What follows belongs to an exercise in optimizing a design on an open flow for small area; a production flow would make more cautious choices.
Function was checked by simulation only, so behaviour that the tests miss may differ from the original.
Power is estimated from default activity; no workload was simulated.

## JK
Design alu, start of the top module:
module alu(input read,write,dig1,dig2,dig3,dig4,rst,clk,rev,exec,sign, output o1,o2,o3,o4, output [0:6] bcd);
Size in the first run: ~1500 cells after synthesis, ~750 flip-flops, ~22 I/O pins, about 21000 um2 of cells after synthesis.
Settings: LEC_CHECK=0, ABC_AREA=1, CAP_MARGIN=20, CORE_MARGIN=2, CORE_UTILIZATION=70, SLEW_MARGIN=20; clock period 10.0 ns.
standard.sh (not shown) runs the stock make flow with config.mk's settings and CLKGATE_MAP_FILE= SYNTH_SCRIPT=/design/flow/synth_recipe.tcl, a recipe that flattens the netlist after the stock synthesis.
==> flow/flow/run.sh <==
#!/bin/bash
# The standard layout (standard.sh) with two changes:
# - synthesis maps logic with an area-only ABC script (flow/abc_area.script, no buffering
#   or upsizing), through a copy of the ORFS scripts folder that differs only in that file;
# - ports are buffered with buf_1;
# - the clock tree is built from clkbuf_4/clkbuf_8 in sink clusters of 21, without dummy loads.
# Each tool's output goes to the ORFS logs under orfs/logs; make's output to standard.log.
set -euo pipefail
here=$(pwd)
rm -rf "$here/scripts_local"
cp -r "$FLOW_HOME/scripts" "$here/scripts_local"
cp "$here/flow/abc_area.script" "$here/scripts_local/abc_area.script"
export SCRIPTS_DIR="$here/scripts_local"
export BUFFER_PORTS_ARGS="-buffer_cell sky130_fd_sc_hd__buf_1"
export CTS_ARGS="-sink_clustering_enable -repair_clock_nets -dont_use_dummy_load -buf_list {sky130_fd_sc_hd__clkbuf_4 sky130_fd_sc_hd__clkbuf_8} -sink_clustering_size 21 -sink_clustering_max_diameter 50"
bash standard.sh > standard.log 2>&1
==> flow/flow/abc_area.script <==
strash
&get -n
&st
&dch
&nf -R 1000
&put
topo
stime -c
JK | stages: all done | timing, DRC, antenna: all pass
Here is what was changed in the inputs of MS compared with JK.
==> flow/flow/run.sh <==
#!/bin/bash
# The standard layout (standard.sh) with two changes:
# - synthesis maps logic with an area-only ABC script (flow/abc_area.script, no buffering
#   or upsizing), through a copy of the ORFS scripts folder that differs only in that file;
# - ports are buffered with buf_1;
# - the clock tree is built from clkbuf_4/clkbuf_8 in sink clusters of 18, without dummy loads.
# Each tool's output goes to the ORFS logs under orfs/logs; make's output to standard.log.
set -euo pipefail
here=$(pwd)
rm -rf "$here/scripts_local"
cp -r "$FLOW_HOME/scripts" "$here/scripts_local"
cp "$here/flow/abc_area.script" "$here/scripts_local/abc_area.script"
export SCRIPTS_DIR="$here/scripts_local"
export BUFFER_PORTS_ARGS="-buffer_cell sky130_fd_sc_hd__buf_1"
export CTS_ARGS="-sink_clustering_enable -repair_clock_nets -dont_use_dummy_load -buf_list {sky130_fd_sc_hd__clkbuf_4 sky130_fd_sc_hd__clkbuf_8} -sink_clustering_size 18 -sink_clustering_max_diameter 50"
bash standard.sh > standard.log 2>&1
Results
Looking at power, MS sits about 1.2% above JK.
Summary of the comparison: combinational power share is lower in MS, relative to JK.
Diff JK -> MS: total met3 wirelength after detailed routing increased 86 um; detailed-routing iteration count for the pre-antenna-repair pass decreased 1; remaining antenna violation count essentially unchanged; proportion of power drawn by the clock network increased 0.8 points.
JK -> MS: internal power increased slightly

---

alu, a different RTL version from the one above (not shown whole).
Size: roughly 1600 cells after synthesis, ~22 I/O pins, roughly 21000 um2 of cells after synthesis.
// alu
module alu(input read,write,dig1,dig2,dig3,dig4,rst,clk,rev,exec,sign, output o1,o2,o3,o4, output [0:6] bcd);
localparam RESET=3'd0;
localparam IDLE=3'd1;
localparam ADDRESS=3'd2;
localparam DISPLAY=3'd3;
localparam WRITE=3'd4;
localparam EXECUTE=3'd5;
localparam [4:0] SY_BL=5'd16;  
localparam [4:0] SY_MI=5'd17;  
localparam [4:0] SY_L =5'd18;  
localparam [4:0] SY_O =5'd19;  
localparam [4:0] SY_U =5'd20;  
localparam [4:0] SY_EQ=5'd21;  
localparam [4:0] SY_P =5'd22;  
localparam [4:0] SY_N =5'd23;  
function [6:0] seg;  
	input [4:0] c;
	case (c)
		5'd0:seg=7'b0000001;
		5'd1:seg=7'b1001111;
		5'd2:seg=7'b0010010;
		5'd3:seg=7'b0000110;
		5'd4:seg=7'b1001100;
		5'd5:seg=7'b0100100;
		5'd6:seg=7'b0100000;
		5'd7:seg=7'b0001111;
		5'd8:seg=7'b0000000;
		5'd9:seg=7'b0001100;
		5'd10:seg=7'b0001000;
		5'd11:seg=7'b1100000;
		5'd12:seg=7'b0110001;
		5'd13:seg=7'b1000010;
		5'd14:seg=7'b0110000;
		5'd15:seg=7'b0111000;
		5'd16:seg=7'b1111111;
		5'd17:seg=7'b1111110;
		5'd18:seg=7'b1110001;
		5'd19:seg=7'b1100010;
  ...
==> flow/config.mk <==
export PLATFORM = sky130hd
export DESIGN_NAME = alu
export DESIGN_NICKNAME = alu
export VERILOG_FILES = /design/flow/design.v
export SDC_FILE = /design/flow/constraint.sdc
export NUM_CORES = 4
export LEC_CHECK = 0
export ABC_AREA = 1
export CAP_MARGIN = 20
export CORE_MARGIN = 2
export CORE_UTILIZATION = 70
export SLEW_MARGIN = 20
==> flow/constraint.sdc <==
create_clock -name core_clock -period 10.0 [get_ports {clk}]
set_input_delay 2.0000 -clock core_clock [delete_from_list [all_inputs] [get_ports {clk}]]
set_output_delay 2.0000 -clock core_clock [all_outputs]
set_load 0.01 [all_outputs]
==> flow/flow/run.sh <==
#!/bin/bash
# The standard layout (standard.sh) with two changes:
# - synthesis maps logic with an area-only ABC script (flow/abc_area.script, no buffering
#   or upsizing), through a copy of the ORFS scripts folder that differs only in that file;
# - ports are buffered with buf_1;
# - the clock tree is built from clkbuf_4/clkbuf_8 in sink clusters of 18, without dummy loads.
# Each tool's output goes to the ORFS logs under orfs/logs; make's output to standard.log.
set -euo pipefail
here=$(pwd)
rm -rf "$here/scripts_local"
cp -r "$FLOW_HOME/scripts" "$here/scripts_local"
cp "$here/flow/abc_area.script" "$here/scripts_local/abc_area.script"
export SCRIPTS_DIR="$here/scripts_local"
export BUFFER_PORTS_ARGS="-buffer_cell sky130_fd_sc_hd__buf_1"
export CTS_ARGS="-sink_clustering_enable -repair_clock_nets -dont_use_dummy_load -buf_list {sky130_fd_sc_hd__clkbuf_4 sky130_fd_sc_hd__clkbuf_8} -sink_clustering_size 18 -sink_clustering_max_diameter 50"
bash standard.sh > standard.log 2>&1
Scripts as last shown in full above: flow/flow/abc_area.script
The baseline completed without violations.
Rerun with:
--- a/flow/flow/run.sh
+++ b/flow/flow/run.sh
@@ -5,3 +5,3 @@
 # - ports are buffered with buf_1;
-# - the clock tree is built from clkbuf_4/clkbuf_8 in sink clusters of 18, without dummy loads.
+# - the clock tree is built from clkbuf_4/clkbuf_8 in sink clusters of 15, without dummy loads.
 # Each tool's output goes to the ORFS logs under orfs/logs; make's output to standard.log.
@@ -14,3 +14,3 @@
 export BUFFER_PORTS_ARGS="-buffer_cell sky130_fd_sc_hd__buf_1"
-export CTS_ARGS="-sink_clustering_enable -repair_clock_nets -dont_use_dummy_load -buf_list {sky130_fd_sc_hd__clkbuf_4 sky130_fd_sc_hd__clkbuf_8} -sink_clustering_size 18 -sink_clustering_max_diameter 50"
+export CTS_ARGS="-sink_clustering_enable -repair_clock_nets -dont_use_dummy_load -buf_list {sky130_fd_sc_hd__clkbuf_4 sky130_fd_sc_hd__clkbuf_8} -sink_clustering_size 15 -sink_clustering_max_diameter 50"
 bash standard.sh > standard.log 2>&1
What happened: Cell area rose slightly. Global-route usage went up by 0.74 points. Utilization went up by 0.32 points. Maximum frequency goes up slightly. Register-to-register slack gains 0.10 ns. Critical path depth is unchanged. Routed wire length grows by a few percent. Sequential cell count does not change. Synthesized cell count stays the same.

-- separate check: timing with driven ports --
How much do the figures lean on ideal ports? The routed layouts below were timed once more, with nothing changed but the port constraints.
Step 1, drivers: a clkbuf_16 drives clk and a buf_2 each remaining input, both assumed.
Step 2, shift: input delay + t, output delay - t, t = (earliest + latest rising clock arrival at the registers) / 2. This alone moves slack from input paths to output paths.
a / b / c = no drivers / after step 1 / after step 2; a / b = the first two.
run | t (ns) | slack for setup (ns) | worst hold slack (ns) | worst slew at a driven data input, ns | cell pins on the clock port's net
JK | 0.614 | 0.308 / 0.335 / -0.278 | 0.269 / 0.269 / 0.269 | 0.05 | 1
MS | 0.621 | 0.330 / 0.357 / -0.264 | 0.279 / 0.279 / 0.279 | 0.05 | 1
the first run of note 2 | 0.619 | 2.055 / 2.076 / 1.457 | 0.278 / 0.278 / 0.278 | 0.05 | 1
the second run of note 2 | 0.648 | 2.156 / 2.176 / 1.528 | 0.291 / 0.291 / 0.291 | 0.05 | 1
Met with ideal ports but missed after step 2: setup timing in JK and MS. The setup slack of the second run of note 2, which loses most, moves by +0.020 ns with the drivers and by -0.628 ns with both steps.
